From an optimization exercise on the open Yosys and OpenROAD flow, aimed at small area, a short achievable clock period and few clock cycles per item; shortcuts taken in it are not production practice.
In this exercise RTL edits were held to simulation tests only and were not proved equivalent to the original.
In every run shown here, the design's own scripts or RTL, not TritonCTS, make the clock network.
The clock port is modelled as an ideal driver, which makes a skipped or thinned clock tree look cheaper than it is; a real chip needs a root buffer or a tree.
Power figures rest on the tool's default switching activity, not on a simulated workload.

File: design/flow/flow/subst.py
#!/usr/bin/env python3
"""subst.py DESIGN MAPPED: prints DESIGN with its boron_dp module replaced by the
cell-level modules in MAPPED (the same function, mapped by hand)."""
import re, sys
design = open(sys.argv[1]).read()
mapped = open(sys.argv[2]).read()
out, n = re.subn(r"(?ms)^\s*module\s+boron_dp\b.*?^\s*endmodule\b", "", design)
if n != 1:
    sys.exit("boron_dp not found exactly once in " + sys.argv[1])
sys.stdout.write(out + "\n" + mapped)
File: design/flow/config.mk
export PLATFORM = sky130hd
export DESIGN_NAME = boron_enc
export DESIGN_NICKNAME = boron_enc
export VERILOG_FILES = /design/flow/design.v
export SDC_FILE = /design/flow/constraint.sdc
export NUM_CORES = 4
export LEC_CHECK = 0
export CAP_MARGIN = 20
export CORE_MARGIN = 2
export CORE_UTILIZATION = 65
export SETUP_SLACK_MARGIN = 2.9
export SLEW_MARGIN = 20
File: design/flow/flow/extra.txt
CTS_LEAF_LEVELS=3
CTS_ROOT_LEVELS=1
File: design/flow/standard.sh
#!/bin/bash
# synth_recipe.tcl (not shown) runs the flow's synth.tcl, then flattens the netlist and writes it again
# the make line also repeats each setting of config.mk as NAME=value (left out here)
make -C /OpenROAD-flow-scripts/flow DESIGN_CONFIG=/design/flow/config.mk WORK_HOME=/design/flow/orfs CLKGATE_MAP_FILE= SYNTH_SCRIPT=/design/flow/synth_recipe.tcl "${@:-finish}"
File: design/flow/flow/ports.tcl
# Port buffers: buf_1 on the inputs, buf_2 on the outputs (which drive the
# output load), in place of the single buffer_ports call global placement makes.
rename buffer_ports std_buffer_ports
proc buffer_ports {args} {
  std_buffer_ports -inputs -buffer_cell sky130_fd_sc_hd__buf_1
  std_buffer_ports -outputs -buffer_cell sky130_fd_sc_hd__buf_2
}
File: design/flow/constraint.sdc
create_clock -name core_clock -period 5.0 [get_ports {clk}]
set_input_delay 1.0000 -clock core_clock [delete_from_list [all_inputs] [get_ports {clk}]]
set_output_delay 1.0000 -clock core_clock [all_outputs]
set_load 0.01 [all_outputs]
File: design/flow/flow/dp_mapped.v
// boron_dp mapped to sky130_fd_sc_hd cells; written by gen/mkdp.py
module boron_sbox_m (input [3:0] i, output [3:0] o);
  wire n00;
  wire n01;
  wire n02;
  wire n03;
  wire n04;
  wire n05;
  wire n06;
  wire n07;
  wire n08;
  wire n09;
  wire n10;
  wire n11;
  wire n12;
  sky130_fd_sc_hd__inv_1 g0 (.A(i[2]), .Y(n12));
  sky130_fd_sc_hd__nor2_1 g1 (.A(i[1]), .B(i[2]), .Y(n00));
  sky130_fd_sc_hd__nand2b_1 g2 (.A_N(i[0]), .B(i[3]), .Y(n01));
  sky130_fd_sc_hd__nor2_1 g3 (.A(n12), .B(i[0]), .Y(n02));
  sky130_fd_sc_hd__o21ai_1 g4 (.A1(i[3]), .A2(n02), .B1(n01), .Y(n03));
  sky130_fd_sc_hd__nand2_1 g5 (.A(n00), .B(n03), .Y(n04));
  sky130_fd_sc_hd__o21ai_1 g6 (.A1(n00), .A2(n03), .B1(n04), .Y(o[2]));
  sky130_fd_sc_hd__nor2_1 g7 (.A(i[0]), .B(i[3]), .Y(n05));
  sky130_fd_sc_hd__nor2b_1 g8 (.A(n12), .B_N(i[1]), .Y(n06));
  sky130_fd_sc_hd__and3_1 g9 (.A(n12), .B(i[0]), .C(i[3]), .X(n07));
  sky130_fd_sc_hd__nor3_1 g10 (.A(n05), .B(n06), .C(n07), .Y(n08));
  sky130_fd_sc_hd__a21oi_1 g11 (.A1(n05), .A2(n06), .B1(n08), .Y(o[1]));
  sky130_fd_sc_hd__nor2_1 g12 (.A(n00), .B(n06), .Y(n09));
  sky130_fd_sc_hd__nand2_1 g13 (.A(n01), .B(n09), .Y(n10));
  sky130_fd_sc_hd__o21ai_1 g14 (.A1(n01), .A2(n09), .B1(n10), .Y(o[0]));
  sky130_fd_sc_hd__a22oi_1 g15 (.A1(n12), .A2(i[0]), .B1(i[1]), .B2(i[3]), .Y(n11));
  sky130_fd_sc_hd__o22a_1 g16 (.A1(i[1]), .A2(n03), .B1(n07), .B2(n11), .X(o[3]));
endmodule

module boron_dp (
    input busy, input [4:0] rc, input [63:0] x, input [79:0] k,
    input [63:0] pt, input [79:0] mk,
    output [63:0] x_next, output [79:0] k_next
);
  wire [63:0] s;
  wire [3:0] ks_o;
  boron_sbox_m sb0 (.i(x[3:0]), .o(s[3:0]));
  boron_sbox_m sb1 (.i(x[7:4]), .o(s[7:4]));
  boron_sbox_m sb2 (.i(x[11:8]), .o(s[11:8]));
  boron_sbox_m sb3 (.i(x[15:12]), .o(s[15:12]));
  boron_sbox_m sb4 (.i(x[19:16]), .o(s[19:16]));
  boron_sbox_m sb5 (.i(x[23:20]), .o(s[23:20]));
  boron_sbox_m sb6 (.i(x[27:24]), .o(s[27:24]));
  boron_sbox_m sb7 (.i(x[31:28]), .o(s[31:28]));
  boron_sbox_m sb8 (.i(x[35:32]), .o(s[35:32]));
  boron_sbox_m sb9 (.i(x[39:36]), .o(s[39:36]));
  boron_sbox_m sb10 (.i(x[43:40]), .o(s[43:40]));
  boron_sbox_m sb11 (.i(x[47:44]), .o(s[47:44]));
  boron_sbox_m sb12 (.i(x[51:48]), .o(s[51:48]));
  boron_sbox_m sb13 (.i(x[55:52]), .o(s[55:52]));
  boron_sbox_m sb14 (.i(x[59:56]), .o(s[59:56]));
  boron_sbox_m sb15 (.i(x[63:60]), .o(s[63:60]));
  boron_sbox_m ksb (.i({k[70], k[69], k[68], k[67]}), .o(ks_o));
  wire kx0;
  wire kx1;
  wire kx2;
  wire kx3;
  wire kx4;
  wire p32;
  wire p16;
  wire p48;
  wire p0;
  wire p33;
  wire p17;
  wire p49;
  wire p1;
  wire p34;
  wire p18;
  wire p50;
  wire p2;
  wire p35;
  wire p19;
  wire p51;
  wire p3;
  wire p36;
  wire p20;
  wire p52;
  wire p4;
  wire p37;
  wire p21;
  wire p53;
  wire p5;
  wire p38;
  wire p22;
  wire p54;
  wire p6;
  wire p39;
  wire p23;
  wire p55;
  wire p7;
  wire p40;
  wire p24;
  wire p56;
  wire p8;
  wire p41;
  wire p25;
  wire p57;
  wire p9;
  wire p42;
  wire p26;
  wire p58;
  wire p10;
  wire p43;
  wire p27;
  wire p59;
  wire p11;
  wire p44;
  wire p28;
  wire p60;
  wire p12;
  wire p45;
  wire p29;
  wire p61;
  wire p13;
  wire p46;
  wire p30;
  wire p62;
  wire p14;
  wire p47;
  wire p31;
  wire p63;
  wire p15;
  wire mi0;
  wire mi1;
  wire mi2;
  wire mi3;
  wire mi4;
  wire mi5;
  wire mi6;
  wire mi7;
  wire mi8;
  wire mi9;
  wire mi10;
  wire mi11;
  wire mi12;
  wire mi13;
  wire mi14;
  wire mi15;
  wire mi16;
  wire mi17;
  wire mi18;
  wire mi19;
  wire mi20;
  wire mi21;
  wire mi22;
  wire mi23;
  wire mi24;
  wire mi25;
  wire mi26;
  wire mi27;
  wire mi28;
  wire mi29;
  wire mi30;
  wire mi31;
  wire mi32;
  wire mi33;
  wire mi34;
  wire mi35;
  wire mi36;
  wire mi37;
  wire mi38;
  wire mi39;
  wire mi40;
  wire mi41;
  wire mi42;
  wire mi43;
  wire mi44;
  wire mi45;
  wire mi46;
  wire mi47;
  wire mi48;
  wire mi49;
  wire mi50;
  wire mi51;
  wire mi52;
  wire mi53;
  wire mi54;
  wire mi55;
  wire mi56;
  wire mi57;
  wire mi58;
  wire mi59;
  wire mi60;
  wire mi61;
  wire mi62;
  wire mi63;
  sky130_fd_sc_hd__xor2_1 c0 (.A(k[46]), .B(rc[0]), .X(kx0));
  sky130_fd_sc_hd__xor2_1 c1 (.A(k[47]), .B(rc[1]), .X(kx1));
  sky130_fd_sc_hd__xor2_1 c2 (.A(k[48]), .B(rc[2]), .X(kx2));
  sky130_fd_sc_hd__xor2_1 c3 (.A(k[49]), .B(rc[3]), .X(kx3));
  sky130_fd_sc_hd__xor2_1 c4 (.A(k[50]), .B(rc[4]), .X(kx4));
  sky130_fd_sc_hd__mux2_1 c5 (.A0(mk[0]), .A1(ks_o[0]), .S(busy), .X(k_next[0]));
  sky130_fd_sc_hd__mux2_1 c6 (.A0(mk[1]), .A1(ks_o[1]), .S(busy), .X(k_next[1]));
  sky130_fd_sc_hd__mux2_1 c7 (.A0(mk[2]), .A1(ks_o[2]), .S(busy), .X(k_next[2]));
  sky130_fd_sc_hd__mux2_1 c8 (.A0(mk[3]), .A1(ks_o[3]), .S(busy), .X(k_next[3]));
  sky130_fd_sc_hd__mux2_1 c9 (.A0(mk[4]), .A1(k[71]), .S(busy), .X(k_next[4]));
  sky130_fd_sc_hd__mux2_1 c10 (.A0(mk[5]), .A1(k[72]), .S(busy), .X(k_next[5]));
  sky130_fd_sc_hd__mux2_1 c11 (.A0(mk[6]), .A1(k[73]), .S(busy), .X(k_next[6]));
  sky130_fd_sc_hd__mux2_1 c12 (.A0(mk[7]), .A1(k[74]), .S(busy), .X(k_next[7]));
  sky130_fd_sc_hd__mux2_1 c13 (.A0(mk[8]), .A1(k[75]), .S(busy), .X(k_next[8]));
  sky130_fd_sc_hd__mux2_1 c14 (.A0(mk[9]), .A1(k[76]), .S(busy), .X(k_next[9]));
  sky130_fd_sc_hd__mux2_1 c15 (.A0(mk[10]), .A1(k[77]), .S(busy), .X(k_next[10]));
  sky130_fd_sc_hd__mux2_1 c16 (.A0(mk[11]), .A1(k[78]), .S(busy), .X(k_next[11]));
  sky130_fd_sc_hd__mux2_1 c17 (.A0(mk[12]), .A1(k[79]), .S(busy), .X(k_next[12]));
  sky130_fd_sc_hd__mux2_1 c18 (.A0(mk[13]), .A1(k[0]), .S(busy), .X(k_next[13]));
  sky130_fd_sc_hd__mux2_1 c19 (.A0(mk[14]), .A1(k[1]), .S(busy), .X(k_next[14]));
  sky130_fd_sc_hd__mux2_1 c20 (.A0(mk[15]), .A1(k[2]), .S(busy), .X(k_next[15]));
  sky130_fd_sc_hd__mux2_1 c21 (.A0(mk[16]), .A1(k[3]), .S(busy), .X(k_next[16]));
  sky130_fd_sc_hd__mux2_1 c22 (.A0(mk[17]), .A1(k[4]), .S(busy), .X(k_next[17]));
  sky130_fd_sc_hd__mux2_1 c23 (.A0(mk[18]), .A1(k[5]), .S(busy), .X(k_next[18]));
  sky130_fd_sc_hd__mux2_1 c24 (.A0(mk[19]), .A1(k[6]), .S(busy), .X(k_next[19]));
  sky130_fd_sc_hd__mux2_1 c25 (.A0(mk[20]), .A1(k[7]), .S(busy), .X(k_next[20]));
  sky130_fd_sc_hd__mux2_1 c26 (.A0(mk[21]), .A1(k[8]), .S(busy), .X(k_next[21]));
  sky130_fd_sc_hd__mux2_1 c27 (.A0(mk[22]), .A1(k[9]), .S(busy), .X(k_next[22]));
  sky130_fd_sc_hd__mux2_1 c28 (.A0(mk[23]), .A1(k[10]), .S(busy), .X(k_next[23]));
  sky130_fd_sc_hd__mux2_1 c29 (.A0(mk[24]), .A1(k[11]), .S(busy), .X(k_next[24]));
  sky130_fd_sc_hd__mux2_1 c30 (.A0(mk[25]), .A1(k[12]), .S(busy), .X(k_next[25]));
  sky130_fd_sc_hd__mux2_1 c31 (.A0(mk[26]), .A1(k[13]), .S(busy), .X(k_next[26]));
  sky130_fd_sc_hd__mux2_1 c32 (.A0(mk[27]), .A1(k[14]), .S(busy), .X(k_next[27]));
  sky130_fd_sc_hd__mux2_1 c33 (.A0(mk[28]), .A1(k[15]), .S(busy), .X(k_next[28]));
  sky130_fd_sc_hd__mux2_1 c34 (.A0(mk[29]), .A1(k[16]), .S(busy), .X(k_next[29]));
  sky130_fd_sc_hd__mux2_1 c35 (.A0(mk[30]), .A1(k[17]), .S(busy), .X(k_next[30]));
  sky130_fd_sc_hd__mux2_1 c36 (.A0(mk[31]), .A1(k[18]), .S(busy), .X(k_next[31]));
  sky130_fd_sc_hd__mux2_1 c37 (.A0(mk[32]), .A1(k[19]), .S(busy), .X(k_next[32]));
  sky130_fd_sc_hd__mux2_1 c38 (.A0(mk[33]), .A1(k[20]), .S(busy), .X(k_next[33]));
  sky130_fd_sc_hd__mux2_1 c39 (.A0(mk[34]), .A1(k[21]), .S(busy), .X(k_next[34]));
  sky130_fd_sc_hd__mux2_1 c40 (.A0(mk[35]), .A1(k[22]), .S(busy), .X(k_next[35]));
  sky130_fd_sc_hd__mux2_1 c41 (.A0(mk[36]), .A1(k[23]), .S(busy), .X(k_next[36]));
  sky130_fd_sc_hd__mux2_1 c42 (.A0(mk[37]), .A1(k[24]), .S(busy), .X(k_next[37]));
  sky130_fd_sc_hd__mux2_1 c43 (.A0(mk[38]), .A1(k[25]), .S(busy), .X(k_next[38]));
  sky130_fd_sc_hd__mux2_1 c44 (.A0(mk[39]), .A1(k[26]), .S(busy), .X(k_next[39]));
  sky130_fd_sc_hd__mux2_1 c45 (.A0(mk[40]), .A1(k[27]), .S(busy), .X(k_next[40]));
  sky130_fd_sc_hd__mux2_1 c46 (.A0(mk[41]), .A1(k[28]), .S(busy), .X(k_next[41]));
  sky130_fd_sc_hd__mux2_1 c47 (.A0(mk[42]), .A1(k[29]), .S(busy), .X(k_next[42]));
  sky130_fd_sc_hd__mux2_1 c48 (.A0(mk[43]), .A1(k[30]), .S(busy), .X(k_next[43]));
  sky130_fd_sc_hd__mux2_1 c49 (.A0(mk[44]), .A1(k[31]), .S(busy), .X(k_next[44]));
  sky130_fd_sc_hd__mux2_1 c50 (.A0(mk[45]), .A1(k[32]), .S(busy), .X(k_next[45]));
  sky130_fd_sc_hd__mux2_1 c51 (.A0(mk[46]), .A1(k[33]), .S(busy), .X(k_next[46]));
  sky130_fd_sc_hd__mux2_1 c52 (.A0(mk[47]), .A1(k[34]), .S(busy), .X(k_next[47]));
  sky130_fd_sc_hd__mux2_1 c53 (.A0(mk[48]), .A1(k[35]), .S(busy), .X(k_next[48]));
  sky130_fd_sc_hd__mux2_1 c54 (.A0(mk[49]), .A1(k[36]), .S(busy), .X(k_next[49]));
  sky130_fd_sc_hd__mux2_1 c55 (.A0(mk[50]), .A1(k[37]), .S(busy), .X(k_next[50]));
  sky130_fd_sc_hd__mux2_1 c56 (.A0(mk[51]), .A1(k[38]), .S(busy), .X(k_next[51]));
  sky130_fd_sc_hd__mux2_1 c57 (.A0(mk[52]), .A1(k[39]), .S(busy), .X(k_next[52]));
  sky130_fd_sc_hd__mux2_1 c58 (.A0(mk[53]), .A1(k[40]), .S(busy), .X(k_next[53]));
  sky130_fd_sc_hd__mux2_1 c59 (.A0(mk[54]), .A1(k[41]), .S(busy), .X(k_next[54]));
  sky130_fd_sc_hd__mux2_1 c60 (.A0(mk[55]), .A1(k[42]), .S(busy), .X(k_next[55]));
  sky130_fd_sc_hd__mux2_1 c61 (.A0(mk[56]), .A1(k[43]), .S(busy), .X(k_next[56]));
  sky130_fd_sc_hd__mux2_1 c62 (.A0(mk[57]), .A1(k[44]), .S(busy), .X(k_next[57]));
  sky130_fd_sc_hd__mux2_1 c63 (.A0(mk[58]), .A1(k[45]), .S(busy), .X(k_next[58]));
  sky130_fd_sc_hd__mux2_1 c64 (.A0(mk[59]), .A1(kx0), .S(busy), .X(k_next[59]));
  sky130_fd_sc_hd__mux2_1 c65 (.A0(mk[60]), .A1(kx1), .S(busy), .X(k_next[60]));
  sky130_fd_sc_hd__mux2_1 c66 (.A0(mk[61]), .A1(kx2), .S(busy), .X(k_next[61]));
  sky130_fd_sc_hd__mux2_1 c67 (.A0(mk[62]), .A1(kx3), .S(busy), .X(k_next[62]));
  sky130_fd_sc_hd__mux2_1 c68 (.A0(mk[63]), .A1(kx4), .S(busy), .X(k_next[63]));
  sky130_fd_sc_hd__mux2_1 c69 (.A0(mk[64]), .A1(k[51]), .S(busy), .X(k_next[64]));
  sky130_fd_sc_hd__mux2_1 c70 (.A0(mk[65]), .A1(k[52]), .S(busy), .X(k_next[65]));
  sky130_fd_sc_hd__mux2_1 c71 (.A0(mk[66]), .A1(k[53]), .S(busy), .X(k_next[66]));
  sky130_fd_sc_hd__mux2_1 c72 (.A0(mk[67]), .A1(k[54]), .S(busy), .X(k_next[67]));
  sky130_fd_sc_hd__mux2_1 c73 (.A0(mk[68]), .A1(k[55]), .S(busy), .X(k_next[68]));
  sky130_fd_sc_hd__mux2_1 c74 (.A0(mk[69]), .A1(k[56]), .S(busy), .X(k_next[69]));
  sky130_fd_sc_hd__mux2_1 c75 (.A0(mk[70]), .A1(k[57]), .S(busy), .X(k_next[70]));
  sky130_fd_sc_hd__mux2_1 c76 (.A0(mk[71]), .A1(k[58]), .S(busy), .X(k_next[71]));
  sky130_fd_sc_hd__mux2_1 c77 (.A0(mk[72]), .A1(k[59]), .S(busy), .X(k_next[72]));
  sky130_fd_sc_hd__mux2_1 c78 (.A0(mk[73]), .A1(k[60]), .S(busy), .X(k_next[73]));
  sky130_fd_sc_hd__mux2_1 c79 (.A0(mk[74]), .A1(k[61]), .S(busy), .X(k_next[74]));
  sky130_fd_sc_hd__mux2_1 c80 (.A0(mk[75]), .A1(k[62]), .S(busy), .X(k_next[75]));
  sky130_fd_sc_hd__mux2_1 c81 (.A0(mk[76]), .A1(k[63]), .S(busy), .X(k_next[76]));
  sky130_fd_sc_hd__mux2_1 c82 (.A0(mk[77]), .A1(k[64]), .S(busy), .X(k_next[77]));
  sky130_fd_sc_hd__mux2_1 c83 (.A0(mk[78]), .A1(k[65]), .S(busy), .X(k_next[78]));
  sky130_fd_sc_hd__mux2_1 c84 (.A0(mk[79]), .A1(k[66]), .S(busy), .X(k_next[79]));
  sky130_fd_sc_hd__xor2_1 c85 (.A(s[33]), .B(s[7]), .X(p32));
  sky130_fd_sc_hd__xor2_1 c86 (.A(s[63]), .B(s[20]), .X(p16));
  sky130_fd_sc_hd__xor2_1 c87 (.A(p32), .B(s[63]), .X(p48));
  sky130_fd_sc_hd__xor2_1 c88 (.A(p16), .B(s[7]), .X(p0));
  sky130_fd_sc_hd__xor2_1 c89 (.A(s[34]), .B(s[8]), .X(p33));
  sky130_fd_sc_hd__xor2_1 c90 (.A(s[48]), .B(s[21]), .X(p17));
  sky130_fd_sc_hd__xor2_1 c91 (.A(p33), .B(s[48]), .X(p49));
  sky130_fd_sc_hd__xor2_1 c92 (.A(p17), .B(s[8]), .X(p1));
  sky130_fd_sc_hd__xor2_1 c93 (.A(s[35]), .B(s[9]), .X(p34));
  sky130_fd_sc_hd__xor2_1 c94 (.A(s[49]), .B(s[22]), .X(p18));
  sky130_fd_sc_hd__xor2_1 c95 (.A(p34), .B(s[49]), .X(p50));
  sky130_fd_sc_hd__xor2_1 c96 (.A(p18), .B(s[9]), .X(p2));
  sky130_fd_sc_hd__xor2_1 c97 (.A(s[36]), .B(s[10]), .X(p35));
  sky130_fd_sc_hd__xor2_1 c98 (.A(s[50]), .B(s[23]), .X(p19));
  sky130_fd_sc_hd__xor2_1 c99 (.A(p35), .B(s[50]), .X(p51));
  sky130_fd_sc_hd__xor2_1 c100 (.A(p19), .B(s[10]), .X(p3));
  sky130_fd_sc_hd__xor2_1 c101 (.A(s[37]), .B(s[11]), .X(p36));
  sky130_fd_sc_hd__xor2_1 c102 (.A(s[51]), .B(s[24]), .X(p20));
  sky130_fd_sc_hd__xor2_1 c103 (.A(p36), .B(s[51]), .X(p52));
  sky130_fd_sc_hd__xor2_1 c104 (.A(p20), .B(s[11]), .X(p4));
  sky130_fd_sc_hd__xor2_1 c105 (.A(s[38]), .B(s[12]), .X(p37));
  sky130_fd_sc_hd__xor2_1 c106 (.A(s[52]), .B(s[25]), .X(p21));
  sky130_fd_sc_hd__xor2_1 c107 (.A(p37), .B(s[52]), .X(p53));
  sky130_fd_sc_hd__xor2_1 c108 (.A(p21), .B(s[12]), .X(p5));
  sky130_fd_sc_hd__xor2_1 c109 (.A(s[39]), .B(s[13]), .X(p38));
  sky130_fd_sc_hd__xor2_1 c110 (.A(s[53]), .B(s[26]), .X(p22));
  sky130_fd_sc_hd__xor2_1 c111 (.A(p38), .B(s[53]), .X(p54));
  sky130_fd_sc_hd__xor2_1 c112 (.A(p22), .B(s[13]), .X(p6));
  sky130_fd_sc_hd__xor2_1 c113 (.A(s[40]), .B(s[14]), .X(p39));
  sky130_fd_sc_hd__xor2_1 c114 (.A(s[54]), .B(s[27]), .X(p23));
  sky130_fd_sc_hd__xor2_1 c115 (.A(p39), .B(s[54]), .X(p55));
  sky130_fd_sc_hd__xor2_1 c116 (.A(p23), .B(s[14]), .X(p7));
  sky130_fd_sc_hd__xor2_1 c117 (.A(s[41]), .B(s[15]), .X(p40));
  sky130_fd_sc_hd__xor2_1 c118 (.A(s[55]), .B(s[28]), .X(p24));
  sky130_fd_sc_hd__xor2_1 c119 (.A(p40), .B(s[55]), .X(p56));
  sky130_fd_sc_hd__xor2_1 c120 (.A(p24), .B(s[15]), .X(p8));
  sky130_fd_sc_hd__xor2_1 c121 (.A(s[42]), .B(s[0]), .X(p41));
  sky130_fd_sc_hd__xor2_1 c122 (.A(s[56]), .B(s[29]), .X(p25));
  sky130_fd_sc_hd__xor2_1 c123 (.A(p41), .B(s[56]), .X(p57));
  sky130_fd_sc_hd__xor2_1 c124 (.A(p25), .B(s[0]), .X(p9));
  sky130_fd_sc_hd__xor2_1 c125 (.A(s[43]), .B(s[1]), .X(p42));
  sky130_fd_sc_hd__xor2_1 c126 (.A(s[57]), .B(s[30]), .X(p26));
  sky130_fd_sc_hd__xor2_1 c127 (.A(p42), .B(s[57]), .X(p58));
  sky130_fd_sc_hd__xor2_1 c128 (.A(p26), .B(s[1]), .X(p10));
  sky130_fd_sc_hd__xor2_1 c129 (.A(s[44]), .B(s[2]), .X(p43));
  sky130_fd_sc_hd__xor2_1 c130 (.A(s[58]), .B(s[31]), .X(p27));
  sky130_fd_sc_hd__xor2_1 c131 (.A(p43), .B(s[58]), .X(p59));
  sky130_fd_sc_hd__xor2_1 c132 (.A(p27), .B(s[2]), .X(p11));
  sky130_fd_sc_hd__xor2_1 c133 (.A(s[45]), .B(s[3]), .X(p44));
  sky130_fd_sc_hd__xor2_1 c134 (.A(s[59]), .B(s[16]), .X(p28));
  sky130_fd_sc_hd__xor2_1 c135 (.A(p44), .B(s[59]), .X(p60));
  sky130_fd_sc_hd__xor2_1 c136 (.A(p28), .B(s[3]), .X(p12));
  sky130_fd_sc_hd__xor2_1 c137 (.A(s[46]), .B(s[4]), .X(p45));
  sky130_fd_sc_hd__xor2_1 c138 (.A(s[60]), .B(s[17]), .X(p29));
  sky130_fd_sc_hd__xor2_1 c139 (.A(p45), .B(s[60]), .X(p61));
  sky130_fd_sc_hd__xor2_1 c140 (.A(p29), .B(s[4]), .X(p13));
  sky130_fd_sc_hd__xor2_1 c141 (.A(s[47]), .B(s[5]), .X(p46));
  sky130_fd_sc_hd__xor2_1 c142 (.A(s[61]), .B(s[18]), .X(p30));
  sky130_fd_sc_hd__xor2_1 c143 (.A(p46), .B(s[61]), .X(p62));
  sky130_fd_sc_hd__xor2_1 c144 (.A(p30), .B(s[5]), .X(p14));
  sky130_fd_sc_hd__xor2_1 c145 (.A(s[32]), .B(s[6]), .X(p47));
  sky130_fd_sc_hd__xor2_1 c146 (.A(s[62]), .B(s[19]), .X(p31));
  sky130_fd_sc_hd__xor2_1 c147 (.A(p47), .B(s[62]), .X(p63));
  sky130_fd_sc_hd__xor2_1 c148 (.A(p31), .B(s[6]), .X(p15));
  sky130_fd_sc_hd__mux2i_1 c149 (.A0(pt[0]), .A1(p0), .S(busy), .Y(mi0));
  sky130_fd_sc_hd__xnor2_1 c150 (.A(mi0), .B(k_next[0]), .Y(x_next[0]));
  sky130_fd_sc_hd__mux2i_1 c151 (.A0(pt[1]), .A1(p1), .S(busy), .Y(mi1));
  sky130_fd_sc_hd__xnor2_1 c152 (.A(mi1), .B(k_next[1]), .Y(x_next[1]));
  sky130_fd_sc_hd__mux2i_1 c153 (.A0(pt[2]), .A1(p2), .S(busy), .Y(mi2));
  sky130_fd_sc_hd__xnor2_1 c154 (.A(mi2), .B(k_next[2]), .Y(x_next[2]));
  sky130_fd_sc_hd__mux2i_1 c155 (.A0(pt[3]), .A1(p3), .S(busy), .Y(mi3));
  sky130_fd_sc_hd__xnor2_1 c156 (.A(mi3), .B(k_next[3]), .Y(x_next[3]));
  sky130_fd_sc_hd__mux2i_1 c157 (.A0(pt[4]), .A1(p4), .S(busy), .Y(mi4));
  sky130_fd_sc_hd__xnor2_1 c158 (.A(mi4), .B(k_next[4]), .Y(x_next[4]));
  sky130_fd_sc_hd__mux2i_1 c159 (.A0(pt[5]), .A1(p5), .S(busy), .Y(mi5));
  sky130_fd_sc_hd__xnor2_1 c160 (.A(mi5), .B(k_next[5]), .Y(x_next[5]));
  sky130_fd_sc_hd__mux2i_1 c161 (.A0(pt[6]), .A1(p6), .S(busy), .Y(mi6));
  sky130_fd_sc_hd__xnor2_1 c162 (.A(mi6), .B(k_next[6]), .Y(x_next[6]));
  sky130_fd_sc_hd__mux2i_1 c163 (.A0(pt[7]), .A1(p7), .S(busy), .Y(mi7));
  sky130_fd_sc_hd__xnor2_1 c164 (.A(mi7), .B(k_next[7]), .Y(x_next[7]));
  sky130_fd_sc_hd__mux2i_1 c165 (.A0(pt[8]), .A1(p8), .S(busy), .Y(mi8));
  sky130_fd_sc_hd__xnor2_1 c166 (.A(mi8), .B(k_next[8]), .Y(x_next[8]));
  sky130_fd_sc_hd__mux2i_1 c167 (.A0(pt[9]), .A1(p9), .S(busy), .Y(mi9));
  sky130_fd_sc_hd__xnor2_1 c168 (.A(mi9), .B(k_next[9]), .Y(x_next[9]));
  sky130_fd_sc_hd__mux2i_1 c169 (.A0(pt[10]), .A1(p10), .S(busy), .Y(mi10));
  sky130_fd_sc_hd__xnor2_1 c170 (.A(mi10), .B(k_next[10]), .Y(x_next[10]));
  sky130_fd_sc_hd__mux2i_1 c171 (.A0(pt[11]), .A1(p11), .S(busy), .Y(mi11));
  sky130_fd_sc_hd__xnor2_1 c172 (.A(mi11), .B(k_next[11]), .Y(x_next[11]));
  sky130_fd_sc_hd__mux2i_1 c173 (.A0(pt[12]), .A1(p12), .S(busy), .Y(mi12));
  sky130_fd_sc_hd__xnor2_1 c174 (.A(mi12), .B(k_next[12]), .Y(x_next[12]));
  sky130_fd_sc_hd__mux2i_1 c175 (.A0(pt[13]), .A1(p13), .S(busy), .Y(mi13));
  sky130_fd_sc_hd__xnor2_1 c176 (.A(mi13), .B(k_next[13]), .Y(x_next[13]));
  sky130_fd_sc_hd__mux2i_1 c177 (.A0(pt[14]), .A1(p14), .S(busy), .Y(mi14));
  sky130_fd_sc_hd__xnor2_1 c178 (.A(mi14), .B(k_next[14]), .Y(x_next[14]));
  sky130_fd_sc_hd__mux2i_1 c179 (.A0(pt[15]), .A1(p15), .S(busy), .Y(mi15));
  sky130_fd_sc_hd__xnor2_1 c180 (.A(mi15), .B(k_next[15]), .Y(x_next[15]));
  sky130_fd_sc_hd__mux2i_1 c181 (.A0(pt[16]), .A1(p16), .S(busy), .Y(mi16));
  sky130_fd_sc_hd__xnor2_1 c182 (.A(mi16), .B(k_next[16]), .Y(x_next[16]));
  sky130_fd_sc_hd__mux2i_1 c183 (.A0(pt[17]), .A1(p17), .S(busy), .Y(mi17));
  sky130_fd_sc_hd__xnor2_1 c184 (.A(mi17), .B(k_next[17]), .Y(x_next[17]));
  sky130_fd_sc_hd__mux2i_1 c185 (.A0(pt[18]), .A1(p18), .S(busy), .Y(mi18));
  sky130_fd_sc_hd__xnor2_1 c186 (.A(mi18), .B(k_next[18]), .Y(x_next[18]));
  sky130_fd_sc_hd__mux2i_1 c187 (.A0(pt[19]), .A1(p19), .S(busy), .Y(mi19));
  sky130_fd_sc_hd__xnor2_1 c188 (.A(mi19), .B(k_next[19]), .Y(x_next[19]));
  sky130_fd_sc_hd__mux2i_1 c189 (.A0(pt[20]), .A1(p20), .S(busy), .Y(mi20));
  sky130_fd_sc_hd__xnor2_1 c190 (.A(mi20), .B(k_next[20]), .Y(x_next[20]));
  sky130_fd_sc_hd__mux2i_1 c191 (.A0(pt[21]), .A1(p21), .S(busy), .Y(mi21));
  sky130_fd_sc_hd__xnor2_1 c192 (.A(mi21), .B(k_next[21]), .Y(x_next[21]));
  sky130_fd_sc_hd__mux2i_1 c193 (.A0(pt[22]), .A1(p22), .S(busy), .Y(mi22));
  sky130_fd_sc_hd__xnor2_1 c194 (.A(mi22), .B(k_next[22]), .Y(x_next[22]));
  sky130_fd_sc_hd__mux2i_1 c195 (.A0(pt[23]), .A1(p23), .S(busy), .Y(mi23));
  sky130_fd_sc_hd__xnor2_1 c196 (.A(mi23), .B(k_next[23]), .Y(x_next[23]));
  sky130_fd_sc_hd__mux2i_1 c197 (.A0(pt[24]), .A1(p24), .S(busy), .Y(mi24));
  sky130_fd_sc_hd__xnor2_1 c198 (.A(mi24), .B(k_next[24]), .Y(x_next[24]));
  sky130_fd_sc_hd__mux2i_1 c199 (.A0(pt[25]), .A1(p25), .S(busy), .Y(mi25));
  sky130_fd_sc_hd__xnor2_1 c200 (.A(mi25), .B(k_next[25]), .Y(x_next[25]));
  sky130_fd_sc_hd__mux2i_1 c201 (.A0(pt[26]), .A1(p26), .S(busy), .Y(mi26));
  sky130_fd_sc_hd__xnor2_1 c202 (.A(mi26), .B(k_next[26]), .Y(x_next[26]));
  sky130_fd_sc_hd__mux2i_1 c203 (.A0(pt[27]), .A1(p27), .S(busy), .Y(mi27));
  sky130_fd_sc_hd__xnor2_1 c204 (.A(mi27), .B(k_next[27]), .Y(x_next[27]));
  sky130_fd_sc_hd__mux2i_1 c205 (.A0(pt[28]), .A1(p28), .S(busy), .Y(mi28));
  sky130_fd_sc_hd__xnor2_1 c206 (.A(mi28), .B(k_next[28]), .Y(x_next[28]));
  sky130_fd_sc_hd__mux2i_1 c207 (.A0(pt[29]), .A1(p29), .S(busy), .Y(mi29));
  sky130_fd_sc_hd__xnor2_1 c208 (.A(mi29), .B(k_next[29]), .Y(x_next[29]));
  sky130_fd_sc_hd__mux2i_1 c209 (.A0(pt[30]), .A1(p30), .S(busy), .Y(mi30));
  sky130_fd_sc_hd__xnor2_1 c210 (.A(mi30), .B(k_next[30]), .Y(x_next[30]));
  sky130_fd_sc_hd__mux2i_1 c211 (.A0(pt[31]), .A1(p31), .S(busy), .Y(mi31));
  sky130_fd_sc_hd__xnor2_1 c212 (.A(mi31), .B(k_next[31]), .Y(x_next[31]));
  sky130_fd_sc_hd__mux2i_1 c213 (.A0(pt[32]), .A1(p32), .S(busy), .Y(mi32));
  sky130_fd_sc_hd__xnor2_1 c214 (.A(mi32), .B(k_next[32]), .Y(x_next[32]));
  sky130_fd_sc_hd__mux2i_1 c215 (.A0(pt[33]), .A1(p33), .S(busy), .Y(mi33));
  sky130_fd_sc_hd__xnor2_1 c216 (.A(mi33), .B(k_next[33]), .Y(x_next[33]));
  sky130_fd_sc_hd__mux2i_1 c217 (.A0(pt[34]), .A1(p34), .S(busy), .Y(mi34));
  sky130_fd_sc_hd__xnor2_1 c218 (.A(mi34), .B(k_next[34]), .Y(x_next[34]));
  sky130_fd_sc_hd__mux2i_1 c219 (.A0(pt[35]), .A1(p35), .S(busy), .Y(mi35));
  sky130_fd_sc_hd__xnor2_1 c220 (.A(mi35), .B(k_next[35]), .Y(x_next[35]));
  sky130_fd_sc_hd__mux2i_1 c221 (.A0(pt[36]), .A1(p36), .S(busy), .Y(mi36));
  sky130_fd_sc_hd__xnor2_1 c222 (.A(mi36), .B(k_next[36]), .Y(x_next[36]));
  sky130_fd_sc_hd__mux2i_1 c223 (.A0(pt[37]), .A1(p37), .S(busy), .Y(mi37));
  sky130_fd_sc_hd__xnor2_1 c224 (.A(mi37), .B(k_next[37]), .Y(x_next[37]));
  sky130_fd_sc_hd__mux2i_1 c225 (.A0(pt[38]), .A1(p38), .S(busy), .Y(mi38));
  sky130_fd_sc_hd__xnor2_1 c226 (.A(mi38), .B(k_next[38]), .Y(x_next[38]));
  sky130_fd_sc_hd__mux2i_1 c227 (.A0(pt[39]), .A1(p39), .S(busy), .Y(mi39));
  sky130_fd_sc_hd__xnor2_1 c228 (.A(mi39), .B(k_next[39]), .Y(x_next[39]));
  sky130_fd_sc_hd__mux2i_1 c229 (.A0(pt[40]), .A1(p40), .S(busy), .Y(mi40));
  sky130_fd_sc_hd__xnor2_1 c230 (.A(mi40), .B(k_next[40]), .Y(x_next[40]));
  sky130_fd_sc_hd__mux2i_1 c231 (.A0(pt[41]), .A1(p41), .S(busy), .Y(mi41));
  sky130_fd_sc_hd__xnor2_1 c232 (.A(mi41), .B(k_next[41]), .Y(x_next[41]));
  sky130_fd_sc_hd__mux2i_1 c233 (.A0(pt[42]), .A1(p42), .S(busy), .Y(mi42));
  sky130_fd_sc_hd__xnor2_1 c234 (.A(mi42), .B(k_next[42]), .Y(x_next[42]));
  sky130_fd_sc_hd__mux2i_1 c235 (.A0(pt[43]), .A1(p43), .S(busy), .Y(mi43));
  sky130_fd_sc_hd__xnor2_1 c236 (.A(mi43), .B(k_next[43]), .Y(x_next[43]));
  sky130_fd_sc_hd__mux2i_1 c237 (.A0(pt[44]), .A1(p44), .S(busy), .Y(mi44));
  sky130_fd_sc_hd__xnor2_1 c238 (.A(mi44), .B(k_next[44]), .Y(x_next[44]));
  sky130_fd_sc_hd__mux2i_1 c239 (.A0(pt[45]), .A1(p45), .S(busy), .Y(mi45));
  sky130_fd_sc_hd__xnor2_1 c240 (.A(mi45), .B(k_next[45]), .Y(x_next[45]));
  sky130_fd_sc_hd__mux2i_1 c241 (.A0(pt[46]), .A1(p46), .S(busy), .Y(mi46));
  sky130_fd_sc_hd__xnor2_1 c242 (.A(mi46), .B(k_next[46]), .Y(x_next[46]));
  sky130_fd_sc_hd__mux2i_1 c243 (.A0(pt[47]), .A1(p47), .S(busy), .Y(mi47));
  sky130_fd_sc_hd__xnor2_1 c244 (.A(mi47), .B(k_next[47]), .Y(x_next[47]));
  sky130_fd_sc_hd__mux2i_1 c245 (.A0(pt[48]), .A1(p48), .S(busy), .Y(mi48));
  sky130_fd_sc_hd__xnor2_1 c246 (.A(mi48), .B(k_next[48]), .Y(x_next[48]));
  sky130_fd_sc_hd__mux2i_1 c247 (.A0(pt[49]), .A1(p49), .S(busy), .Y(mi49));
  sky130_fd_sc_hd__xnor2_1 c248 (.A(mi49), .B(k_next[49]), .Y(x_next[49]));
  sky130_fd_sc_hd__mux2i_1 c249 (.A0(pt[50]), .A1(p50), .S(busy), .Y(mi50));
  sky130_fd_sc_hd__xnor2_1 c250 (.A(mi50), .B(k_next[50]), .Y(x_next[50]));
  sky130_fd_sc_hd__mux2i_1 c251 (.A0(pt[51]), .A1(p51), .S(busy), .Y(mi51));
  sky130_fd_sc_hd__xnor2_1 c252 (.A(mi51), .B(k_next[51]), .Y(x_next[51]));
  sky130_fd_sc_hd__mux2i_1 c253 (.A0(pt[52]), .A1(p52), .S(busy), .Y(mi52));
  sky130_fd_sc_hd__xnor2_1 c254 (.A(mi52), .B(k_next[52]), .Y(x_next[52]));
  sky130_fd_sc_hd__mux2i_1 c255 (.A0(pt[53]), .A1(p53), .S(busy), .Y(mi53));
  sky130_fd_sc_hd__xnor2_1 c256 (.A(mi53), .B(k_next[53]), .Y(x_next[53]));
  sky130_fd_sc_hd__mux2i_1 c257 (.A0(pt[54]), .A1(p54), .S(busy), .Y(mi54));
  sky130_fd_sc_hd__xnor2_1 c258 (.A(mi54), .B(k_next[54]), .Y(x_next[54]));
  sky130_fd_sc_hd__mux2i_1 c259 (.A0(pt[55]), .A1(p55), .S(busy), .Y(mi55));
  sky130_fd_sc_hd__xnor2_1 c260 (.A(mi55), .B(k_next[55]), .Y(x_next[55]));
  sky130_fd_sc_hd__mux2i_1 c261 (.A0(pt[56]), .A1(p56), .S(busy), .Y(mi56));
  sky130_fd_sc_hd__xnor2_1 c262 (.A(mi56), .B(k_next[56]), .Y(x_next[56]));
  sky130_fd_sc_hd__mux2i_1 c263 (.A0(pt[57]), .A1(p57), .S(busy), .Y(mi57));
  sky130_fd_sc_hd__xnor2_1 c264 (.A(mi57), .B(k_next[57]), .Y(x_next[57]));
  sky130_fd_sc_hd__mux2i_1 c265 (.A0(pt[58]), .A1(p58), .S(busy), .Y(mi58));
  sky130_fd_sc_hd__xnor2_1 c266 (.A(mi58), .B(k_next[58]), .Y(x_next[58]));
  sky130_fd_sc_hd__mux2i_1 c267 (.A0(pt[59]), .A1(p59), .S(busy), .Y(mi59));
  sky130_fd_sc_hd__xnor2_1 c268 (.A(mi59), .B(k_next[59]), .Y(x_next[59]));
  sky130_fd_sc_hd__mux2i_1 c269 (.A0(pt[60]), .A1(p60), .S(busy), .Y(mi60));
  sky130_fd_sc_hd__xnor2_1 c270 (.A(mi60), .B(k_next[60]), .Y(x_next[60]));
  sky130_fd_sc_hd__mux2i_1 c271 (.A0(pt[61]), .A1(p61), .S(busy), .Y(mi61));
  sky130_fd_sc_hd__xnor2_1 c272 (.A(mi61), .B(k_next[61]), .Y(x_next[61]));
  sky130_fd_sc_hd__mux2i_1 c273 (.A0(pt[62]), .A1(p62), .S(busy), .Y(mi62));
  sky130_fd_sc_hd__xnor2_1 c274 (.A(mi62), .B(k_next[62]), .Y(x_next[62]));
  sky130_fd_sc_hd__mux2i_1 c275 (.A0(pt[63]), .A1(p63), .S(busy), .Y(mi63));
  sky130_fd_sc_hd__xnor2_1 c276 (.A(mi63), .B(k_next[63]), .Y(x_next[63]));
endmodule
File: design/flow/flow/run.sh
#!/bin/bash
# Standard layout with three changes:
#  - the design's boron_dp module (the round's next-state logic) is replaced by
#    the same function mapped by hand to cells (dp_mapped.v, from gen/mkdp.py);
#    the registers and the rest of the design go through the standard synthesis;
#  - smaller port buffers (ports.tcl);
#  - a clock tree with the same number of buffers to every register (cts.tcl).
set -euo pipefail
here=$(pwd)
python3 flow/subst.py design.v flow/dp_mapped.v > design_mapped.v 2> subst.log
args=("VERILOG_FILES=$here/design_mapped.v" "PRE_GLOBAL_PLACE_TCL=$here/flow/ports.tcl" "PRE_CTS_TCL=$here/flow/cts.tcl")
if [[ -f flow/extra.txt ]]; then while read -r l; do [[ -n "$l" ]] && args+=("$l"); done < flow/extra.txt; fi
bash standard.sh "${args[@]}" finish > standard.log 2>&1
File: design/flow/flow/cts.tcl
# Clock tree built here instead of by TritonCTS. The flip-flops are split into
# 2^LEAF_LEVELS groups of equal size (alternately by median x and median y);
# each group gets a leaf buffer (CTS_LEAF_CELL, clkbuf_16 by default) at its centre. With ROOT_LEVELS > 0
# the leaf buffers are themselves split the same way into 2^ROOT_LEVELS groups,
# each driven by a clkbuf_16 root buffer; the clock port drives the roots (or
# the leaves). Every register sees the same number of buffers from the port.
set ::cts_leaf_levels [expr {[info exists ::env(CTS_LEAF_LEVELS)] ? $::env(CTS_LEAF_LEVELS) : 2}]
set ::cts_root_levels [expr {[info exists ::env(CTS_ROOT_LEVELS)] ? $::env(CTS_ROOT_LEVELS) : 0}]
set ::cts_leaf_cell [expr {[info exists ::env(CTS_LEAF_CELL)] ? $::env(CTS_LEAF_CELL) : "sky130_fd_sc_hd__clkbuf_16"}]
rename clock_tree_synthesis std_clock_tree_synthesis
proc split_sinks {sinks axis levels} {
  if {$levels == 0} { return [list $sinks] }
  set sorted [lsort -integer -index $axis $sinks]
  set half [expr {[llength $sorted] / 2}]
  set out {}
  foreach part [list [lrange $sorted 0 [expr {$half - 1}]] [lrange $sorted $half end]] {
    lappend out {*}[split_sinks $part [expr {1 - $axis}] [expr {$levels - 1}]]
  }
  return $out
}
proc drive_group {block master net_in g name} {
  set sx 0; set sy 0
  foreach s $g { incr sx [lindex $s 0]; incr sy [lindex $s 1] }
  set cnt [llength $g]
  set x [expr {$sx / $cnt}]
  set y [expr {$sy / $cnt}]
  set net [odb::dbNet_create $block "clknet_$name"]
  $net setSigType CLOCK
  set buf [odb::dbInst_create $block $master "clkbuf_$name"]
  $buf setLocation $x $y
  $buf setPlacementStatus PLACED
  [$buf findITerm A] connect $net_in
  [$buf findITerm X] connect $net
  foreach s $g {
    set it [lindex $s 2]
    $it disconnect
    $it connect $net
  }
  puts "clock buffer $name: $cnt sinks"
  return [list $x $y [$buf findITerm A]]
}
proc clock_tree_synthesis {args} {
  set block [ord::get_db_block]
  set master [[ord::get_db] findMaster sky130_fd_sc_hd__clkbuf_16]
  set leaf_master [[ord::get_db] findMaster $::cts_leaf_cell]
  set clk_net [$block findNet clk]
  set sinks {}
  foreach it [$clk_net getITerms] {
    set loc [[$it getInst] getLocation]
    lappend sinks [list [lindex $loc 0] [lindex $loc 1] $it]
  }
  set leaves {}
  set n 0
  foreach g [split_sinks $sinks 0 $::cts_leaf_levels] {
    lappend leaves [drive_group $block $leaf_master $clk_net $g "leaf_$n"]
    incr n
  }
  if {$::cts_root_levels > 0} {
    set n 0
    foreach g [split_sinks $leaves 0 $::cts_root_levels] {
      drive_group $block $master $clk_net $g "root_$n"
      incr n
    }
  }
  set_propagated_clock [all_clocks]
}
File: design/flow/design.v
module s_box (
    input [3:0] i_sb, output [3:0] o_sb
);
    assign o_sb[0] = (!i_sb[3]&!i_sb[2]&i_sb[1]) | (!i_sb[2]&i_sb[1]&i_sb[0]) 
    | (!i_sb[3]&i_sb[2]&!i_sb[1]) | (i_sb[2]&!i_sb[1]&i_sb[0]) | 
    (i_sb[3]&!i_sb[2]&!i_sb[1]&!i_sb[0]) | (i_sb[3]&i_sb[2]&i_sb[1]&!i_sb[0]);
    assign o_sb[1] = (!i_sb[3]&!i_sb[2]&!i_sb[0]) | (!i_sb[3]&!i_sb[1]&!i_sb[0]) | (i_sb[2]&i_sb[1]&i_sb[0]) 
| (i_sb[3]&!i_sb[2]&i_sb[0]) | (i_sb[3]&i_sb[2]&i_sb[1]);
    assign o_sb[2] = (!i_sb[3]&!i_sb[2]&!i_sb[1]) | (!i_sb[2]&!i_sb[1]&!i_sb[0]) | (!i_sb[3]&i_sb[2]&!i_sb[0]) 
| (i_sb[3]&i_sb[1]&i_sb[0]) | (i_sb[3]&i_sb[2]&i_sb[0]);
    assign o_sb[3] = (!i_sb[3]&!i_sb[2]&!i_sb[0]) | (!i_sb[3]&i_sb[1]&!i_sb[0]) | (!i_sb[3]&i_sb[2]&i_sb[0]) 
| (i_sb[3]&!i_sb[1]&!i_sb[0]) | (i_sb[3]&!i_sb[2]&i_sb[1]&i_sb[0]);
endmodule
module block_shuffle (
    input [15:0] i_bs, output [15:0] o_bs
);
    assign o_bs = {i_bs[7:4], i_bs[3:0], i_bs[15:12], i_bs[11:8]};
endmodule
module round_permutation #(
    parameter [5:0] shift = 5'b0000,
    parameter [7:0] data_length = 8'd16
)(
    input [data_length - 1:0] i_rp,  output [data_length - 1:0] o_rp
); 
assign o_rp = (i_rp << shift) | (i_rp >> (data_length - shift));
endmodule
module XOR_layer (
    input [63:0] i_xor, output [63:0] o_xor
);
    assign o_xor = {(i_xor[63:48]^i_xor[47:32]^i_xor[15:0]), (i_xor[47:32]^i_xor[15:0]),(i_xor[63:48]^i_xor[31:16]), (i_xor[63:48]^i_xor[31:16]^i_xor[15:0])};
endmodule
module permutation_layer (
    input [63:0] i_pl, output [63:0] o_pl
);
    wire [63:0] bs2rp;
    wire [63:0] rp2xor;
    genvar i;
    generate
        for (i = 0; i < 4; i = i +1 ) begin
            block_shuffle bs(.i_bs(i_pl[(16*i + 15):16*i]), .o_bs(bs2rp[(16*i + 15):16*i]));
        end
    endgenerate
            round_permutation #(.shift(1), .data_length(16)) rp0(.i_rp(bs2rp[(16*0 + 15):16*0]), .o_rp(rp2xor[15:0]));
            round_permutation #(.shift(4), .data_length(16)) rp1(.i_rp(bs2rp[(16*1 + 15):16*1]), .o_rp(rp2xor[(16 + 15):16*1]));
            round_permutation #(.shift(7), .data_length(16)) rp2(.i_rp(bs2rp[(16*2 + 15):16*2]), .o_rp(rp2xor[(16*2 + 15):16*2]));
            round_permutation #(.shift(9), .data_length(16)) rp3(.i_rp(bs2rp[(16*3 + 15):16*3]), .o_rp(rp2xor[(16*3 + 15):16*3]));
    XOR_layer xl(.i_xor(rp2xor), .o_xor(o_pl));
endmodule
module add_round_key (
    input [63:0] i_ark_msg, input [63:0] i_ark_key,
    output [63:0] o_ark_cipher
);
    wire [63:0] xor_msg_key;
    wire [63:0] sb2pl;
    assign xor_msg_key = i_ark_key ^ i_ark_msg;
    genvar j;
    generate    
    for(j=0; j < 16; j = j + 1) begin
            s_box sb(.i_sb(xor_msg_key[(4*j + 3):4*j]), .o_sb(sb2pl[(4*j + 3):4*j]));
        end
    endgenerate
    permutation_layer pl(.i_pl(sb2pl), .o_pl(o_ark_cipher));
endmodule
module key_scheduler (
    input clk, rst, input [4:0] round_counter, input [79:0] i_ks_oldkey, output [79:0] o_ks_newkey 
);
    wire [79:0] level_shift;
    wire [79:0] level_sbox;
    wire [4:0] xor_rc;
    round_permutation #(.shift(13), .data_length(80)) rp (.i_rp(i_ks_oldkey), .o_rp(level_shift));
    s_box sb(.i_sb(level_shift[3:0]), .o_sb(level_sbox[3:0]));
    assign level_sbox[79:4] = level_shift[79:4];
    assign xor_rc = level_sbox[63:59]^(round_counter -1);
    assign o_ks_newkey = {level_sbox[79:64], xor_rc, level_sbox[58:0]};
endmodule
module boron_enc (
    input  clk, rst, start, input [63:0] plain_text, input [79:0] master_key,
    output reg done, output [63:0] cipher_text
);
    reg        busy;
    reg [4:0]  rc;           
    reg [63:0] x;
    reg [79:0] k;
    wire [63:0] x_next;
    wire [79:0] k_next;
    boron_dp dp(.busy(busy), .rc(rc), .x(x), .k(k), .pt(plain_text), .mk(master_key),
                .x_next(x_next), .k_next(k_next));
    always @(posedge clk) begin
        x <= x_next;
        k <= k_next;
        rc <= busy ? rc + 5'd1 : 5'd0;
    end
    always @(posedge clk) begin
        if (!rst) begin
            busy <= 1'b0;
            done <= 1'b0;
        end else begin
            done <= busy && rc == 5'd24;
            if (!busy)
                busy <= start;
            else if (rc == 5'd24)
                busy <= 1'b0;
        end
    end
    assign cipher_text = x;
endmodule
module boron_dp (
    input busy, input [4:0] rc, input [63:0] x, input [79:0] k,
    input [63:0] pt, input [79:0] mk,
    output [63:0] x_next, output [79:0] k_next
);
    wire [63:0] sp;
    wire [79:0] k_upd;
    add_round_key ark(.i_ark_msg(x), .i_ark_key(64'd0), .o_ark_cipher(sp));
    key_scheduler ks(.clk(1'b0), .rst(1'b0), .round_counter(rc + 5'd1), .i_ks_oldkey(k), .o_ks_newkey(k_upd));
    assign k_next = busy ? k_upd : mk;
    assign x_next = (busy ? sp : pt) ^ k_next[63:0];
endmodule
==> notes.md, run 1 <==
* Status: timing/DRC/antenna clean
* Final Hold Vio Count at 0
* DIE HEIGHT at 110 um
* Final-report max-slew violation count at 0
* Port-buffer cells at 211
* Core area at 10900 um2
* CP arrival at 2.23 ns
* Global route overflow at 0
* Min Tclk post-route at 2.04 ns
* Die area at 12100 um2
* Max incr delay on CP at 0.42 ns
* Worst rel slew slack at 62.5%
* HP Class: register to register
* CTS clk-pin slew, worst paths at 0.08 ns
* Sw Ratio at 47.2%
* Chip Width at 110 um
* GR peak layer: met2
* Setup ws final at 2.96 ns
* Setup-failing EPs final at 0
* Pre-antenna DRT Iters at 5
* Final #Nets at 1112
* YS warnings at 1
* Filler cell count at 785
* Pin count of the biggest net entering global routing at 97
* HPWL Detailed at 15700 um
* Area grow syn2layout at 18.9%
* Seq pwr share at 28.1%
* Antenna Nets Post-Route at 0
* Pre-CTS setup slack at 2.83 ns
* Total GRT Usage at 31.7%
* RSZ-0062 raised after global routing: yes
* Worst-path fanout max at 6
* Most frequent cells in the layout: dfxtp_1 (150), buf_1 (146), mux2_1 (80), nor2_1 (68), xor2_1 (67)
* Max VDD drop at 495 uV
* Mapped Avg Cell Area at 9.95 um2
* Ys async rst share at 0%
* Final Wtd Congestion at 0.917
* CP endpoint kind: register
* Initial antenna violation count at 1
* Gate power share at 61.8%
* Yosys reg bits at 151
* Core Rows at 38
* Placement Cell Area at 8410 um2
* Share of layout cells above drive strength 1 at 8.95%
* Int Pwr at 0.00378 W
* Worst-Margin Slew at 0.563 ns
* Final wirelength at 20100 um
* Distinct cells, synth at 21
* Number of global-route vias before repair at 6112
* Final setup TNS at 0 ns
* Primary FF master, synth: dfxtp_1
* Ratio of total power to cell area at 820 nW/um2
* DR vias/cell at 5.60
* Syn_nets at 886
* Post-Syn Area at 7330 um2
* Clk network pwr share at 10.1%
* Residual DRC at 0
* Initial DRC Count at 486
* Cells along the critical path: nand2b_1 -> o21ai_1 -> o22a_1 -> xor2_1 -> xor2_1 -> mux2i_1 -> xnor2_1
* Worst-Skew Late Latency at 0.31 ns
* Global-route wire length before repair at 29700 um
* Sw Pwr at 0.00337 W
* CP required at 5.19 ns
* Critical path's slowest cell: dfxtp_1
* Post-synthesis sequential area ratio at 41.2%
* Pleak at 3.67 nW
* Starting Density at 67.1%
* Gate count after technology mapping at 737
* Post-synth EDFFs at 0
* Achievable clock frequency at 0.489 GHz
* Fin area at 8720 um2
* Antenna diodes at 0
* Most frequent CP cell: xor2_1
* Period utilisation layout at 40.9%
* Met1 global-route usage at 38.4%
* Startpoint types: register
* Maxcap violations at 0
* WS Path Type: register to register
* Most common cell after layout, fill and taps aside: dfxtp_1
* GR Layer Usage met3 at 4.53%
* Met2 track demand over resource at 58.7%
* Clock Skew at 0.0142 ns
* I/O pin cnt at 212
* Average wire per standard cell at 18.3 um
* CTS Hold Bufs at 0
* Via count at 6170
cell families (layout without fill, tap and decap cells):
logic type	count (synthesis)	count (layout)	share of synthesized area, %
simple gates	181	181	11.6
flops	151	151	41.2
mux	146	146	21.3
xor+xnor	134	134	16.0
compound gates	104	104	8.55
buf+inv	19	243	0.973
fa+ha+maj	2	2	0.341
power groups by stage:
stage          clock (W)  sequential (W)  combinational (W)
6_report        0.000720         0.00201            0.00442
5_1_grt         0.000773         0.00205            0.00480
4_1_cts         0.000730         0.00198            0.00430
3_5_place_dp           0         0.00201            0.00426
3_3_place_gp           0         0.00198            0.00414
2_1_floorplan          0         0.00205            0.00296
critical path: cells and delay by family (launching register included):
family | cells | cell delay (ns)
muxes | 1 | 0.16
AOI/OAI and AO/OA | 2 | 0.40
DFF | 1 | 0.42
and+or+nand+nor | 1 | 0.20
xor gates and xnor gates | 3 | 0.73
through the flow:
| step | std cells | power (W) | hold WS (ns) | util, % |
|---|---|---|---|---|
| 2_1_floorplan | 737 | 0.00500 | 0.417 | - |
| 3_3_place_gp | 1089 | 0.00612 | 0.418 | 76.9 |
| 3_5_place_dp | 1089 | 0.00626 | 0.426 | 76.9 |
| 4_1_cts | 1100 | 0.00702 | 0.444 | 79.3 |
| 5_1_grt | 1101 | 0.00763 | 0.457 | 79.7 |
| 6_report | 1101 | 0.00715 | 0.441 | 79.7 |
flip-flops by register name, summed over array words and instances (netlist names):
| register | flops |
|---|---|
| x | 64 |
| busy | 1 |
| done | 1 |
| rc | 5 |
| k | 80 |
per-layer routing:
layer / share of wire (%) / wire [um]
met1: 40 / 8090
met2: 49 / 9930
met3: 7.7 / 1560
met4: 2.7 / 541
met5: 0.065 / 13
cells in the mapped netlist (2+ instances only):
| cell type | instances | share of area, % |
|---|---|---|
| nand3_1 | 2 | 0.14 |
| a21oi_1 | 18 | 1.2 |
| xnor2_1 | 64 | 7.6 |
| and2_1 | 2 | 0.17 |
| nor3_1 | 17 | 1.2 |
| mux2i_1 | 66 | 9.0 |
| nor2b_1 | 18 | 1.5 |
| ha_1 | 2 | 0.34 |
| nor2_1 | 68 | 3.5 |
| dfxtp_1 | 151 | 41 |
| a22oi_1 | 17 | 1.7 |
| o22a_1 | 17 | 2.0 |
| nand2b_1 | 19 | 1.6 |
| and3_1 | 18 | 1.5 |
| mux2_1 | 80 | 12 |
| xor2_1 | 70 | 8.4 |
| inv_1 | 19 | 0.97 |
| nand2_1 | 36 | 1.8 |
| o21ai_1 | 51 | 3.5 |
area by class of cell:
class	count	area [um2]	share of cell area (%)
timing repair buffer	214	921	10.6
buffer	10	250	2.87
tap	140	175	2.01
inverter	19	71.3	0.818
multi-input combinational	567	4280	49.0
sequential	151	3030	34.7
worst paths after layout:
check              from     to  slack, ns  cells after the start
setup / recovery  x[56]  x[12]       2.96                      7
hold / removal    k[60]  k[73]       0.44                      1
setup reg to reg  x[56]  x[12]       2.96                      7
hold reg to reg   k[60]  k[73]       0.44                      1
what timing repair did:
item / in CTS / in global routing
pin swaps: 0 / 4
gates resized for setup: 0 / 7
endpoints found under the setup margin: 38 / 6
endpoints found under the hold margin: 0 / 0
buffers inserted: 1 / 1
Testbench counts, summed over its fixed seeds: cycles 9,992, items 384.
==> run 2: changes to the inputs <==
==> design/flow/flow/extra.txt (replaced) <==
CTS_LEAF_LEVELS=3
CTS_ROOT_LEVELS=1
CTS_LEAF_CELL=sky130_fd_sc_hd__clkbuf_8
--- a/design/flow/config.mk
+++ b/design/flow/config.mk
@@ -8,5 +8,5 @@
 export CAP_MARGIN = 20
 export CORE_MARGIN = 2
 export CORE_UTILIZATION = 65
-export SETUP_SLACK_MARGIN = 2.9
+export SETUP_SLACK_MARGIN = 3.05
 export SLEW_MARGIN = 20
==> notes.md, run 2 <==
* Critical Path End: cipher_text[59] (was x[12])
* YS warnings at 1 (unchanged)
* Final Hold Vio Count at 0 (unchanged)
* CP Buf/Inv Count at 1 (was 0)
* Post-Syn Area at 7330 um2 (unchanged)
* Residual DRC at 0 (unchanged)
* Global route overflow at 0 (unchanged)
* Yosys reg bits at 151 (unchanged)
* Gate count after technology mapping at 737 (unchanged)
* Primary FF master, synth: dfxtp_1 (unchanged)
* Top cell types by occurrence after synthesis: dfxtp_1 (151), mux2_1 (80), xor2_1 (70), nor2_1 (68), mux2i_1 (66) (unchanged)
* Worst R2R Path Depth at 8 (was 7)
* Chip Width at 110 um (unchanged)
* Synth area leaders: dfxtp_1 (41%), mux2_1 (12%), mux2i_1 (9.0%) (unchanged)
* Pin count of the biggest net entering global routing at 97 (unchanged)
* Worst rel slew slack at 64.4% (was 62.5%)
* Mapped Avg Cell Area at 9.95 um2 (unchanged)
* Pre-antenna DRT Iters at 7 (was 5)
* Global-route wire length before repair at 29800 um (was 29700 um)
* Antenna Nets Post-Route at 0 (unchanged)
* Worst-Margin Slew at 0.534 ns (was 0.563 ns)
* Synth area leader: dfxtp_1 (unchanged)
* Ys async rst share at 0% (unchanged)
* Share of layout cells above drive strength 1 at 18.5% (was 8.95%)
* Worst-path fanout max at 6 (unchanged)
* Syn_nets at 886 (unchanged)
* Most common cell in the netlist: dfxtp_1 (unchanged)
* CTS Hold Bufs at 0 (unchanged)
* Core Rows at 38 (unchanged)
* FF-to-FF Start: x[58] (was x[56])
* Most common cell after layout, fill and taps aside: buf_1 (was dfxtp_1)
* Status: timing/DRC/antenna clean (unchanged)
* CP endpoint kind: output port (was register)
* Number of global-route vias before repair at 6015 (was 6112)
* Pleak at 3.75 nW (was 3.67 nW)
* Max VDD drop at 558 uV (was 495 uV)
* Final-report max-slew violation count at 0 (unchanged)
* CP Launch Point: x[59] (was x[56])
* Initial antenna violation count at 1 (unchanged)
* Critical path's slowest cell: dfxtp_1 (unchanged)
* Period utilisation layout at 39.1% (was 40.9%)
* Final wirelength at 20800 um (was 20100 um)
* Achievable clock frequency at 0.512 GHz (was 0.489 GHz)
* Final Wtd Congestion at 0.889 (was 0.917)
* Via count at 6367 (was 6170)
* Clock Skew at 0.0169 ns (was 0.0142 ns)
* Worst-Skew Late Latency at 0.32 ns (was 0.31 ns)
* Filler cell count at 695 (was 785)
* CP required at 4.00 ns (was 5.19 ns)
* Total GRT Usage at 31.8% (was 31.7%)
* Critical path depth at 1 (was 7)
* Cells along the critical path: buf_2 (was nand2b_1 -> o21ai_1 -> o22a_1 -> xor2_1 -> xor2_1 -> mux2i_1 -> xnor2_1)
* Maxcap violations at 0 (unchanged)
* DR vias/cell at 5.71 (was 5.60)
* FF-to-FF setup slack at 3.09 ns (was 2.96 ns)
* HPWL Detailed at 15800 um (was 15700 um)
* CTS clk-pin slew, worst paths at 0.11 ns (was 0.08 ns)
* Core area at 10900 um2 (unchanged)
* Most frequent cells in the layout: buf_1 (146), dfxtp_1 (116), mux2_1 (80), nor2_1 (68), buf_2 (65) (was dfxtp_1 (150), buf_1 (146), mux2_1 (80), nor2_1 (68), xor2_1 (67))
* Min Tclk post-route at 1.96 ns (was 2.04 ns)
* CP delay by family, top: flip-flops (was XOR/XNOR gates)
* Placement Cell Area at 8410 um2 (unchanged)
* DIE HEIGHT at 110 um (unchanged)
* Max incr delay on CP at 0.45 ns (was 0.42 ns)
* Post-synth EDFFs at 0 (unchanged)
* I/O pin cnt at 212 (unchanged)
* Final #Nets at 1126 (was 1112)
* CP arrival at 0.96 ns (was 2.23 ns)
* Ratio of total power to cell area at 853 nW/um2 (was 820 nW/um2)
* Largest regs: k (80), x (64), rc (5) (unchanged)
* Final setup TNS at 0 ns (unchanged)
* Yosys top cell area share at 41.2% (unchanged)
* Average wire per standard cell at 18.7 um (was 18.3 um)
* Reg2reg end: x[10] (was x[12])
* Final Util at 82.5% (was 79.7%)
* Port-buffer cells at 211 (unchanged)
* Antenna diodes at 0 (unchanged)
* Post-synthesis sequential area ratio at 41.2% (unchanged)
* RSZ-0062 raised after global routing: yes (unchanged)
* Initial DRC Count at 448 (was 486)
* Die area at 12100 um2 (unchanged)
* Largest register FFs at 80 (unchanged)
* Area grow syn2layout at 23.0% (was 18.9%)
* Setup-failing EPs final at 0 (unchanged)
* Fin area at 9020 um2 (was 8720 um2)
* Largest Register: k (unchanged)
* Startpoint types: register (unchanged)
* Starting Density at 67.1% (unchanged)
* Distinct cells, synth at 21 (unchanged)
* HP Class: register to register (unchanged)
* WS Path Type: register to output port (was register to register)
==> run 2: cell count changes in the layout (fill, tap and decap cells not counted), moves of 13 or more <==
cell | previous run | this run
dfxtp_1 | 150 | 116
dfxtp_2 | 0 | 34
xor2_2 | 3 | 16
xor2_1 | 67 | 54
o21ai_1 | 49 | 31
buf_4 | 1 | 14
o21ai_2 | 2 | 19
==> run 2: cell type report <==
| class | instances | area (um2) | share of cell area [%] |
|---|---|---|---|
| plain buffers | 10 | 160 | 1.78 |
| inverters | 19 | 71.3 | 0.791 |
| multi-input cells | 567 | 4490 | 49.8 |
| repair buffers | 228 | 1050 | 11.7 |
| well taps | 140 | 175 | 1.94 |
| flip-flops and latches | 151 | 3070 | 34.0 |
==> run 2: power by group <==
| part | internal, W | total, W | leakage (nW) | switching, W |
|---|---|---|---|---|
| Combinational | 0.00221 | 0.00507 | 2.40 | 0.00286 |
| Clock | 0.000219 | 0.000569 | 0.0822 | 0.000350 |
| Sequential | 0.00162 | 0.00205 | 1.27 | 0.000434 |
==> run 2: timing repair <==
action,in CTS,in global routing
gates resized for setup,10,79
gates cloned,0,1
endpoints found under the setup margin,98,73
setup buffers,4,11
pin swaps,6,17
==> run 2: worst reg2reg max path: cells and delay by family (launching register included) <==
kind | cells | cell delay, ns
AND/OR/NAND/NOR | 2 | 0.30
buffers and inverters | 1 | 0.10
XOR/XNOR | 3 | 0.68
multiplexers | 1 | 0.11
flip-flops | 1 | 0.37
AO/OA/AOI/OAI | 1 | 0.25
==> run 2: how the worst min path moves through the flow <==
stage,slack (ns),startpoint,to,cells past startpoint
floorplan,0.42,k[51],k[64],1
global placement,0.42,k[58],k[71],1
finish,0.45,k[61],k[74],1
global route,0.47,k[61],k[74],1
CTS,0.45,k[61],k[74],1
detailed placement,0.43,k[61],k[74],1
==> run 2: cells by family after synthesis <==
| kind of cell | share of synthesized area, % |
|---|---|
| XOR/XNOR | 16.0 |
| flip-flops | 41.2 |
| adder cells (fa/ha/maj) | 0.341 |
| AND/OR/NAND/NOR | 11.6 |
| multiplexers | 21.3 |
| AO/OA/AOI/OAI | 8.55 |
| buffers and inverters | 0.973 |
==> run 2: through the flow <==
| stage | instances | setup slack, ns | hold slack, ns | power (W) |
|---|---|---|---|---|
| after floorplan | 737 | 2.85 | 0.417 | 0.00500 |
| after global placement | 1089 | 2.88 | 0.420 | 0.00612 |
| after detailed placement | 1089 | 2.82 | 0.425 | 0.00627 |
| after CTS | 1103 | 3.01 | 0.449 | 0.00699 |
| after global routing | 1115 | 2.99 | 0.466 | 0.00819 |
| final | 1115 | 3.04 | 0.450 | 0.00769 |
==> run 2: per-layer routing <==
layer	vias to the layer above	routed length, um	GRT usage (%)
met5	-	13	0
met4	2	816	10.1
met3	72	1690	4.06
met2	357	10000	56.6
met1	2928	8280	40.0
li1	3008	-	-

-- what the ideal ports hide --
The flow's constraints put no driver on any port. The routed layouts listed below were extracted and timed again, unchanged, in two steps. Step 1, drivers: a clkbuf_16 drives clk and a buf_2 each remaining input, both assumed. Step 2 times the ports against the registers' clock, not the clock port: input delays grow and output delays shrink by t, the midpoint of the rising clock arrivals with the driver on. Three values: ideal, step 1, step 2; two values: the first two.
| run | shift t [ns] | slack for setup (ns) | latest minus earliest clock arrival (ns) | worst data-port slew with drivers (ns) |
|---|---|---|---|---|
| run 1 | 0.358 | 2.956 / 2.956 / 2.956 | 0.014 / 0.014 | 0.05 |
| run 2 | 0.363 | 3.045 / 2.991 / 3.086 | 0.017 / 0.017 | 0.06 |
After both steps setup and hold are still met in every run listed.
